From an optimization exercise on the open Yosys and OpenROAD flow, aimed at small area; shortcuts taken in it are not production practice.
The RTL was checked by simulation tests, not by an equivalence proof against the original design.
Power is estimated from default activity; no workload was simulated.

$ cat flow/run.sh
#!/bin/bash
# synth_recipe.tcl (not shown) runs the flow's synth.tcl, then flattens the netlist and writes it again
# the make line also repeats each setting of config.mk as NAME=value (left out here)
make -C /OpenROAD-flow-scripts/flow DESIGN_CONFIG=/design/flow/config.mk WORK_HOME=/design/flow/orfs CLKGATE_MAP_FILE= SYNTH_SCRIPT=/design/flow/synth_recipe.tcl finish
$ cat flow/config.mk
export PLATFORM = sky130hd
export DESIGN_NAME = oled_controller
export DESIGN_NICKNAME = oled_controller
export VERILOG_FILES = /design/flow/design.v
export SDC_FILE = /design/flow/constraint.sdc
export NUM_CORES = 4
export LEC_CHECK = 0
export CAP_MARGIN = 20
export CORE_MARGIN = 2
export CORE_UTILIZATION = 40
export SLEW_MARGIN = 20
export SYNTH_MEMORY_MAX_BITS = 16384
$ cat flow/constraint.sdc
create_clock -name core_clock -period 10.0 [get_ports {clock}]
set_input_delay 2.0000 -clock core_clock [delete_from_list [all_inputs] [get_ports {clock}]]
set_output_delay 2.0000 -clock core_clock [all_outputs]
set_load 0.01 [all_outputs]
$ cat flow/design.v
module char_ROM(
    input [6:0] addr,
    output reg [63:0] data
);
always @(*) begin
    case(addr)
        7'd33: data = 64'h0000005f00000000;
        7'd34: data = 64'h0000030003000000;
        7'd35: data = 64'h643c26643c262400;
        7'd36: data = 64'h2649497f49493200;
        7'd37: data = 64'h4225120824522100;
        7'd38: data = 64'h20504e5522582800;
        7'd39: data = 64'h0000000300000000;
        7'd40: data = 64'h00001c2241000000;
        7'd41: data = 64'h00000041221c0000;
        7'd42: data = 64'h0015150e0e151500;
        7'd43: data = 64'h0008083e08080000;
        7'd44: data = 64'h0000005030000000;
        7'd45: data = 64'h0008080808080000;
        7'd46: data = 64'h0000004000000000;
        7'd47: data = 64'h4020100804020100;
        7'd48: data = 64'h003e4141413e0000;
        7'd49: data = 64'h0000417f40000000;
        7'd50: data = 64'h00426151496e0000;
        7'd51: data = 64'h0022414949360000;
        7'd52: data = 64'h001814127f100000;
        7'd53: data = 64'h0027494949710000;
        7'd54: data = 64'h003c4a4948700000;
        7'd55: data = 64'h004321110d030000;
        7'd56: data = 64'h0036494949360000;
        7'd57: data = 64'h00060949291e0000;
        7'd58: data = 64'h0000001200000000;
        7'd59: data = 64'h0000005230000000;
        7'd60: data = 64'h0000081414220000;
        7'd61: data = 64'h0014141414141400;
        7'd62: data = 64'h0000221414080000;
        7'd63: data = 64'h0002015905020000;
        7'd64: data = 64'h3e415d554d512e00;
        7'd65: data = 64'h407c4a094a7c4000;
        7'd66: data = 64'h417f494949493600;
        7'd67: data = 64'h1c22414141412200;
        7'd68: data = 64'h417f414141221c00;
        7'd69: data = 64'h417f49495d416300;
        7'd70: data = 64'h417f49091d010300;
        7'd71: data = 64'h1c224149493a0800;
        7'd72: data = 64'h417f0808087f4100;
        7'd73: data = 64'h0041417f41410000;
        7'd74: data = 64'h304041413f010100;
        7'd75: data = 64'h417f080c12614100;
        7'd76: data = 64'h417f414040406000;
        7'd77: data = 64'h417f420c427f4100;
        7'd78: data = 64'h417f420c117f0100;
        7'd79: data = 64'h1c22414141221c00;
        7'd80: data = 64'h417f490909090600;
        7'd81: data = 64'h0c12212161524c00;
        7'd82: data = 64'h417f090919694600;
        7'd83: data = 64'h6649494949493300;
        7'd84: data = 64'h0301417f41010300;
        7'd85: data = 64'h013f4140413f0100;
        7'd86: data = 64'h010f3140310f0100;
        7'd87: data = 64'h011f6114611f0100;
        7'd88: data = 64'h4141360836414100;
        7'd89: data = 64'h0103447844030100;
        7'd90: data = 64'h4361514945436100;
        7'd91: data = 64'h00007f4141000000;
        7'd92: data = 64'h0102040810204000;
        7'd93: data = 64'h000041417f000000;
        7'd94: data = 64'h0004020101020400;
        7'd95: data = 64'h0040404040404000;
        7'd96: data = 64'h0001020000000000;
        7'd97: data = 64'h00344a4a4a3c4000;
        7'd98: data = 64'h00413f4848483000;
        7'd99: data = 64'h003c424242240000;
        7'd100: data = 64'h00304848493f4000;
        7'd101: data = 64'h003c4a4a4a2c0000;
        7'd102: data = 64'h0000487e49090000;
        7'd103: data = 64'h00264949493f0100;
        7'd104: data = 64'h417f480444784000;
        7'd105: data = 64'h0000447d40000000;
        7'd106: data = 64'h000040443d000000;
        7'd107: data = 64'h417f101824424200;
        7'd108: data = 64'h0040417f40400000;
        7'd109: data = 64'h427e027c027e4000;
        7'd110: data = 64'h427e4402427c4000;
        7'd111: data = 64'h003c4242423c0000;
        7'd112: data = 64'h00417f4909090600;
        7'd113: data = 64'h00060909497f4100;
        7'd114: data = 64'h00427e4402020400;
        7'd115: data = 64'h00644a4a4a360000;
        7'd116: data = 64'h00043f4444200000;
        7'd117: data = 64'h00023e4040227e40;
        7'd118: data = 64'h020e3240320e0200;
        7'd119: data = 64'h021e6218621e0200;
        7'd120: data = 64'h4262140814624200;
        7'd121: data = 64'h0143453805030100;
        7'd122: data = 64'h004662524a466200;
        7'd123: data = 64'h0000083641000000;
        7'd124: data = 64'h0000007f00000000;
        7'd125: data = 64'h0000004136080000;
        7'd126: data = 64'h0018080810101800;
        7'd127: data = 64'haa55aa55aa55aa55;
        default: data = 64'h0000000000000000;
    endcase
end
endmodule
module delay_generator(
    input clock,
    input en_delay,
    output reg delay_done
);
reg [17:0] counter;
always @(posedge clock) begin
    if(en_delay & counter!=200000) counter <= counter+1;
    else counter <= 0;
end
always @(posedge clock) begin
    if(en_delay & counter==200000) delay_done <= 1'b1;
    else delay_done <= 1'b0;
end
endmodule
module spi_controller(
    input  clock, reset, load_data,
    input [7:0] din,
    output reg msg_done, spi_data,
    output spi_clk
);
parameter IDLE = 'd0, SEND = 'd1, DONE = 'd2;
reg [7:0] shift_reg;
reg [2:0] counter, dataCount;
reg [1:0] state;
reg sd_clk, ce;
wire sd_fall = (counter == 4) & sd_clk;
assign spi_clk = (ce == 1) ? sd_clk : 1'b1;
always @(posedge clock) begin
    if(reset) counter <= 0;
    else if(counter != 4) counter <= counter + 1;
    else counter <= 0;
end
always @(posedge clock) begin
    if(reset) sd_clk <= 0;
    else if(counter == 4) sd_clk <= ~sd_clk;
end
always @(posedge clock) begin
    if(reset) begin
        state <= IDLE; dataCount <= 0;
        msg_done <= 1'b0; ce <= 0; spi_data <= 1'b1;
    end
    else if(sd_fall)
    begin
        case(state)
            IDLE:begin
                if(load_data) begin
                    shift_reg <= din; state <= SEND; dataCount <= 0;
                end
            end
            SEND:begin
                spi_data <= shift_reg[7]; ce <= 1;
                shift_reg <= {shift_reg[6:0],1'b0};
                if(dataCount != 7) dataCount <= dataCount + 1;
                else state <= DONE;
            end
            DONE:begin
                ce <= 0; msg_done <= 1'b1;
                if(!load_data) begin
                    msg_done <= 1'b0; state <= IDLE;
                end
            end
        endcase
    end
end
endmodule
module oled_controller(
    input  clock, reset, d_valid,
    input [6:0] sdin,
    output wire oled_spi_clk, oled_spi_data,
    output reg oled_vdd, oled_vbat, oled_reset_n, oled_dc_n, txDone
);
wire [63:0] charBitMap;
reg [7:0] spiData, columnAddr;
reg [4:0] state, next;
reg [3:0] byteCounter;
reg [1:0] currPage;
reg startDelay, spiLoadData;
wire delayDone, spiDone;
parameter   IDLE = 'd0, DELAY = 'd1, INIT  = 'd2, RESET = 'd3, CHRG_PUMP = 'd4,
            CHRG_PUMP1 = 'd5, WAIT_SPI = 'd6, PRE_CHRG = 'd7,
            PRE_CHRG1 = 'd8, VBAT_ON = 'd9, CONTRAST = 'd10,
            CONTRAST1 = 'd11, SEG_REMAP = 'd12, SCAN_DIR = 'd13,
            COM_PIN = 'd14, COM_PIN1 = 'd15, DISPLAY_ON = 'd16,
            FULL_DISPLAY = 'd17, DONE = 'd18, PAGE_ADDR = 'd19,
            PAGE_ADDR1 = 'd20, PAGE_ADDR2 = 'd21, COLUMN_ADDR = 'd22,
            SEND_DATA = 'd23;
always @(posedge clock) begin
    if(reset) begin
        state <= IDLE; next <= IDLE; oled_vdd <= 1'b1;
        oled_vbat <= 1'b1; oled_reset_n <= 1'b1; oled_dc_n <= 1'b1;
        startDelay <= 1'b0; spiData <= 8'd0; spiLoadData <= 1'b0;
        currPage <= 0; txDone <= 0; columnAddr <= 0;
    end
    else
    begin
        case(state)
            IDLE:begin
                oled_vbat <= 1'b1; oled_vdd <= 1'b0; state <= DELAY;
                oled_dc_n <= 1'b0; oled_reset_n <= 1'b1; next <= INIT;
            end
            DELAY:begin
                startDelay <= 1'b1;
                if(delayDone) begin
                    state <= next; startDelay <= 1'b0;
                end
            end
            INIT:begin
                spiData <= 'hAE; spiLoadData <= 1'b1;
                if(spiDone) begin
                    spiLoadData <= 1'b0; oled_reset_n <= 1'b0;
                    state <= DELAY; next <= RESET;
                end
            end
            RESET:begin
                 oled_reset_n <= 1'b1; state <= DELAY; next <= CHRG_PUMP;
            end
            CHRG_PUMP:begin
                spiData <= 'h8D; spiLoadData <= 1'b1;
                if(spiDone) begin
                    spiLoadData <= 1'b0; state <= WAIT_SPI; next <= CHRG_PUMP1;
                end
            end
            WAIT_SPI:begin
                if(!spiDone) state <= next;
            end
            CHRG_PUMP1:begin
                spiData <= 'h14; spiLoadData <= 1'b1;
                if(spiDone) begin
                    spiLoadData <= 1'b0; state <= WAIT_SPI; next <= PRE_CHRG;
                end
            end
            PRE_CHRG:begin
                spiData <= 'hD9; spiLoadData <= 1'b1;
                if(spiDone) begin
                    spiLoadData <= 1'b0; state <= WAIT_SPI; next <= PRE_CHRG1;
                end
            end
            PRE_CHRG1:begin
               spiData <= 'hF1; spiLoadData <= 1'b1;
               if(spiDone) begin
                   spiLoadData <= 1'b0; state <= WAIT_SPI; next <= VBAT_ON;
               end
            end            
            VBAT_ON:begin
                oled_vbat <= 1'b0; state <= DELAY; next <= CONTRAST;
            end
            CONTRAST:begin
               spiData <= 'h81; spiLoadData <= 1'b1;
               if(spiDone) begin
                   spiLoadData <= 1'b0; state <= WAIT_SPI; next <= CONTRAST1;
               end
            end  
            CONTRAST1:begin
               spiData <= 'hFF; spiLoadData <= 1'b1;
               if(spiDone) begin
                   spiLoadData <= 1'b0; state <= WAIT_SPI; next <= SEG_REMAP;
               end
            end            
            SEG_REMAP:begin
               spiData <= 'hA0; spiLoadData <= 1'b1;
               if(spiDone) begin
                   spiLoadData <= 1'b0; state <= WAIT_SPI; next <= SCAN_DIR;
               end
            end 
            SCAN_DIR:begin
               spiData <= 'hC0; spiLoadData <= 1'b1;
               if(spiDone) begin
                   spiLoadData <= 1'b0; state <= WAIT_SPI; next <= COM_PIN;
               end
            end 
            COM_PIN:begin
               spiData <= 'hDA; spiLoadData <= 1'b1;
               if(spiDone) begin
                   spiLoadData <= 1'b0; state <= WAIT_SPI; next <= COM_PIN1;
               end
            end
            COM_PIN1:begin
               spiData <= 'h00; spiLoadData <= 1'b1;
               if(spiDone)
               begin
                   spiLoadData <= 1'b0; state <= WAIT_SPI; next <= DISPLAY_ON;
               end
            end  
            DISPLAY_ON:begin
               spiData <= 'hAF; spiLoadData <= 1'b1;
               if(spiDone)
               begin
                   spiLoadData <= 1'b0; state <= WAIT_SPI; next <= PAGE_ADDR; 
               end
            end 
            PAGE_ADDR:begin
                spiData <= 'h22; spiLoadData <= 1'b1; oled_dc_n <= 1'b0;
                if(spiDone) begin
                    spiLoadData <= 1'b0; state <= WAIT_SPI; next <= PAGE_ADDR1;
                end
            end
            PAGE_ADDR1:begin
                spiData <= currPage; spiLoadData <= 1'b1;
                if(spiDone) begin
                    spiLoadData <= 1'b0; state <= WAIT_SPI;
                    currPage <= currPage+1; next <= PAGE_ADDR2;
                end
            end  
            PAGE_ADDR2:begin
                spiData <= currPage; spiLoadData <= 1'b1;
                if(spiDone) begin
                    spiLoadData <= 1'b0; state <= WAIT_SPI; next <= COLUMN_ADDR;
                end
            end              
            COLUMN_ADDR:begin
                spiData <= 'h10; spiLoadData <= 1'b1;
                if(spiDone) begin
                    spiLoadData <= 1'b0; state <= WAIT_SPI; next <= DONE;
                end
            end            
            DONE:begin
                txDone <= 1'b0;
                if(d_valid & columnAddr != 128 & !txDone) begin
                    state <= SEND_DATA;
                    byteCounter <= 8;
                end
                else if(d_valid & columnAddr == 128 & !txDone) begin
                    state <= PAGE_ADDR; columnAddr <= 0;  byteCounter <= 8;
                end
            end   
            SEND_DATA:begin
                spiData <= charBitMap[(byteCounter*8-1)-:8];
                spiLoadData <= 1'b1; oled_dc_n <= 1'b1;
                if(spiDone) begin
                    columnAddr <= columnAddr + 1;
                    spiLoadData <= 1'b0; state <= WAIT_SPI;
                    if(byteCounter != 1) begin
                        byteCounter <= byteCounter - 1; next <= SEND_DATA;
                    end
                    else begin
                        next <= DONE; txDone <= 1'b1;
                    end
                end
            end
        endcase
    end
end
delay_generator DG(.clock(clock), .en_delay(startDelay), .delay_done(delayDone)); 
spi_controller SC(
    .clock(clock), .reset(reset), .din(spiData),
    .load_data(spiLoadData), .msg_done(spiDone),
    .spi_clk(oled_spi_clk), .spi_data(oled_spi_data)
);
char_ROM CR(.addr(sdin), .data(charBitMap));
endmodule
==> out/qor.csv <==
stage,metric,value,unit
critical_path,end_kind,flip-flop,
critical_path,cp-start-kind,primary input,
floorplanning,io_pins,17,
placement,pre_cts_slack,4.18,ns
power,switching_power,542,uW
logic_synthesis,ys.flop_type,dfxtp_1,
clock_tree,cts_buffers,9,
clock_tree,cts.sinks,78,
power,p_leak,0.00335,uW
power,p_int,689,uW
global_route,grt_pass1_vias,11000,
power,swShare,0.440,
sta,final.period_utilization,0.575,
layout,utilization,0.419,
route,first_pass_iters,9,
sta,rsz0062_at_grt,false,
logic_synthesis,syn-instance-count,1407,
sta,relSlewSlack,0.152,
worst_hold_path,worstHoldStart,oled_vdd,
sta,fin_skew,0.0192,ns
layout,drive_gt1_frac,0.0776,
placement,place_area,9820,um2
logic_synthesis,yosys_warnings,4,
sta,drv_slew,0,
placement,dp_hpwl,36400,um
sta,holdWs,0.454,ns
floorplanning,fp.dieH,160,um
logic_synthesis,synth_edf_count,12,
status,status,"complete, no violations",
layout,final_common_cell,nor2_1,
worst_hold_path,hp-class,reg -> reg,
power,p_clk_frac,0.267,
clock_tree,postCtsHoldBufs,0,
clock_tree,htreeDepth,3,
global_route,grt.total_usage,0.398,
route,drcViolationCount,0,
route,vias,12200,
floorplanning,die_w,160,um
critical_path,crit_end,spiData[1],
critical_path,critPathLaunch,sdin[1],
power,comb_power_share,0.414,
global_route,grt_max_degree,166,
critical_path,critPathArrivalTime,6.00,ns
layout,final_area,10100,um2
placement,globalplace.congestion,1.08,
critical_path,r2r_start,byteCounter[0],
critical_path,worstPathRequired,10.25,ns
power,vdd_drop_max,0.0000907,V
layout,final_cell_mix,"nor2_1 (139), o21ai_0 (124), a21oi_1 (120)",
logic_synthesis,seq_area_frac_synth,0.172,
layout,nFillCells,2625,
critical_path,reg2reg_to,spiData[1],
placement,portBuffers,16,
global_route,grt_pass1_wl,75800,um
global_route,antenna_found_initial,2,
clock_tree,cts-root-buf,clkbuf_16,
layout,largest_register,DG.counter,
route,routed_wl,52400,um
floorplanning,core_region_area,24200,um2
logic_synthesis,ys_async_sr_fraction,0,
power,seq_power_share,0.319,
critical_path,ff2ff_path_depth,9,
sta,setup_ws,4.25,ns
critical_path,path_class,in -> reg,
layout,area_growth,3.63,%
clock_tree,cts_resized,0,
route,viasPerCell,7.35,
sta,fmax,174,MHz
clock_tree,clk_pin_slew,0.06,ns
critical_path,r2r_slack,5.66,ns
route,drtIter0Drc,2543,
logic_synthesis,ys_ff_latch,78,
sta,setup_tns,0,ns
route,ant_nets,0,
clock_tree,cts_tree,done,
logic_synthesis,synth_cell_types,102,
sta,fin_crit,5.75,ns
layout,largest_register_ffs,18,
sta,worst_slew_pin_slew,1.27,ns
sta,final-hold-violation-count,0,
floorplanning,rows,57,
floorplanning,initial_utilization,0.404,
logic_synthesis,mappedNetlistNets,1445,
logic_synthesis,netlist_area,9770,um2
job,cap_violations,0,
clock_tree,clockBufferDepth,2,
route,wl_per_cell,31.6,um
layout,finalNetCount,1360,
sta,setup_viol,0,
global_route,grt-ovfl-total,0,
clock_tree,cts_setup_buffers,0,
floorplanning,fp.dieArea,25700,um2
critical_path,path_max_fanout,25,
worst_hold_path,holdPathStages,1,
logic_synthesis,syn_avg_cell_area,6.94,um2
power,powerDensity,122,nW/um2
clock_tree,insertion_delay,0.36,ns
-- Yosys cell counts, types with 10 or more instances --
library cell / instances / area, um2
nor4_1: 10 / 62.6
edfxtp_1: 12 / 360
nor3_1: 51 / 255
nand4_1: 17 / 106
xor2_1: 15 / 131
or3_1: 16 / 100
nand2b_1: 47 / 294
nor2_1: 139 / 522
a211oi_1: 30 / 225
buf_1: 10 / 37.5
o31ai_1: 15 / 113
buf_4: 16 / 120
o211ai_1: 23 / 173
a31oi_1: 35 / 219
nand3_1: 45 / 225
ha_1: 28 / 350
buf_6: 12 / 135
buf_2: 45 / 225
inv_1: 24 / 90.1
a221oi_1: 16 / 140
clkbuf_1: 62 / 233
a211o_1: 11 / 96.3
o21ai_0: 124 / 621
dfxtp_1: 66 / 1320
a21oi_1: 120 / 601
o22ai_1: 17 / 106
nor2b_1: 38 / 238
nand2_1: 108 / 405
mux2i_1: 10 / 100
and2_1: 16 / 100
a22oi_1: 14 / 105
-- final cells by class --
| type | count | area, um2 | share of cell area |
|---|---|---|---|
| inverter | 29 | 109 | 0.0108 |
| clock buffer | 9 | 225 | 0.0223 |
| antenna | 7 | 17.5 | 0.00173 |
| clock inverter | 7 | 61.3 | 0.00606 |
| multi-input combinational | 1152 | 7190 | 0.710 |
| timing repair buffer | 52 | 430 | 0.0425 |
| tap | 324 | 405 | 0.0401 |
| sequential | 78 | 1680 | 0.166 |
-- critical path, stage by stage --
cell,delay (ns)
clkdlybuf4s50_1,0.45
buf_4,0.32
inv_1,0.29
ha_1,0.61
nand2_1,0.37
nor2_1,0.49
o21ai_0,0.12
and3_1,0.21
o311ai_0,0.64
a31oi_1,0.20
a221oi_2,0.27
-- cells by family (layout without fill, tap and decap cells) --
| group | Yosys count | count (layout) | share of synthesized area |
|---|---|---|---|
| AOI/OAI and AO/OA | 541 | 541 | 0.371 |
| muxes | 21 | 21 | 0.0245 |
| other | 0 | 7 | 0 |
| and+or+nand+nor | 537 | 537 | 0.280 |
| adders and majority gates | 29 | 29 | 0.0370 |
| xor gates and xnor gates | 24 | 24 | 0.0234 |
| buffers and inverters | 177 | 97 | 0.0916 |
| DFF | 78 | 78 | 0.172 |
-- metal layers --
layer	track usage	routed length, um	up-vias
met5	0.00758	13	-
met4	0.217	3700	2
met3	0.121	7470	269
met2	0.548	20300	1085
met1	0.548	20900	5710
li1	-	-	5120
-- metrics by stage --
stage | power (uW) | instances
after global routing | 1280 | 1651
after detailed placement | 882 | 1635
after global placement | 887 | 1635
final | 1230 | 1658
after floorplan | 734 | 1407
after CTS | 1220 | 1651
-- power by group through the flow --
stage / logic (uW) / registers (uW) / clock network, uW
finish: 510 / 393 / 328
global route: 539 / 397 / 346
CTS: 485 / 391 / 338
detailed placement: 483 / 399 / 0
global placement: 490 / 397 / 0
floorplan: 362 / 373 / 0
-- how the worst min path moves through the flow --
stage                            end
after CTS                   oled_vdd
after global placement      oled_vdd
after detailed placement  startDelay
after global routing        oled_vdd
after floorplan           startDelay
final                       oled_vdd

==> static timing again, ports no longer ideal <==
The results above use ideal ports. As a check the final layout listed here was re-extracted and re-timed, cells and wires unchanged. Step 1, drivers: a clkbuf_16 drives clock and a buf_2 each remaining input, both assumed. Step 2 also shifts input and output timing later by t, the mid clock arrival at the registers, as if the neighbouring blocks saw the same clock. Three values: no drivers, after step 1, after step 2; two values: the first two.
shift t [ns]: 0.396
setup WS [ns]: 4.250 / 4.279 / 3.882
worst hold slack (ns): 0.454 / 0.454 / 0.454
worst setup path after step 2: input to register
slew at the worst register clock pin (ns): 0.08 / 0.08
After both steps this run still meets setup and hold. The setup slack of this run moves by +0.029 ns with the drivers and by -0.368 ns with both steps.
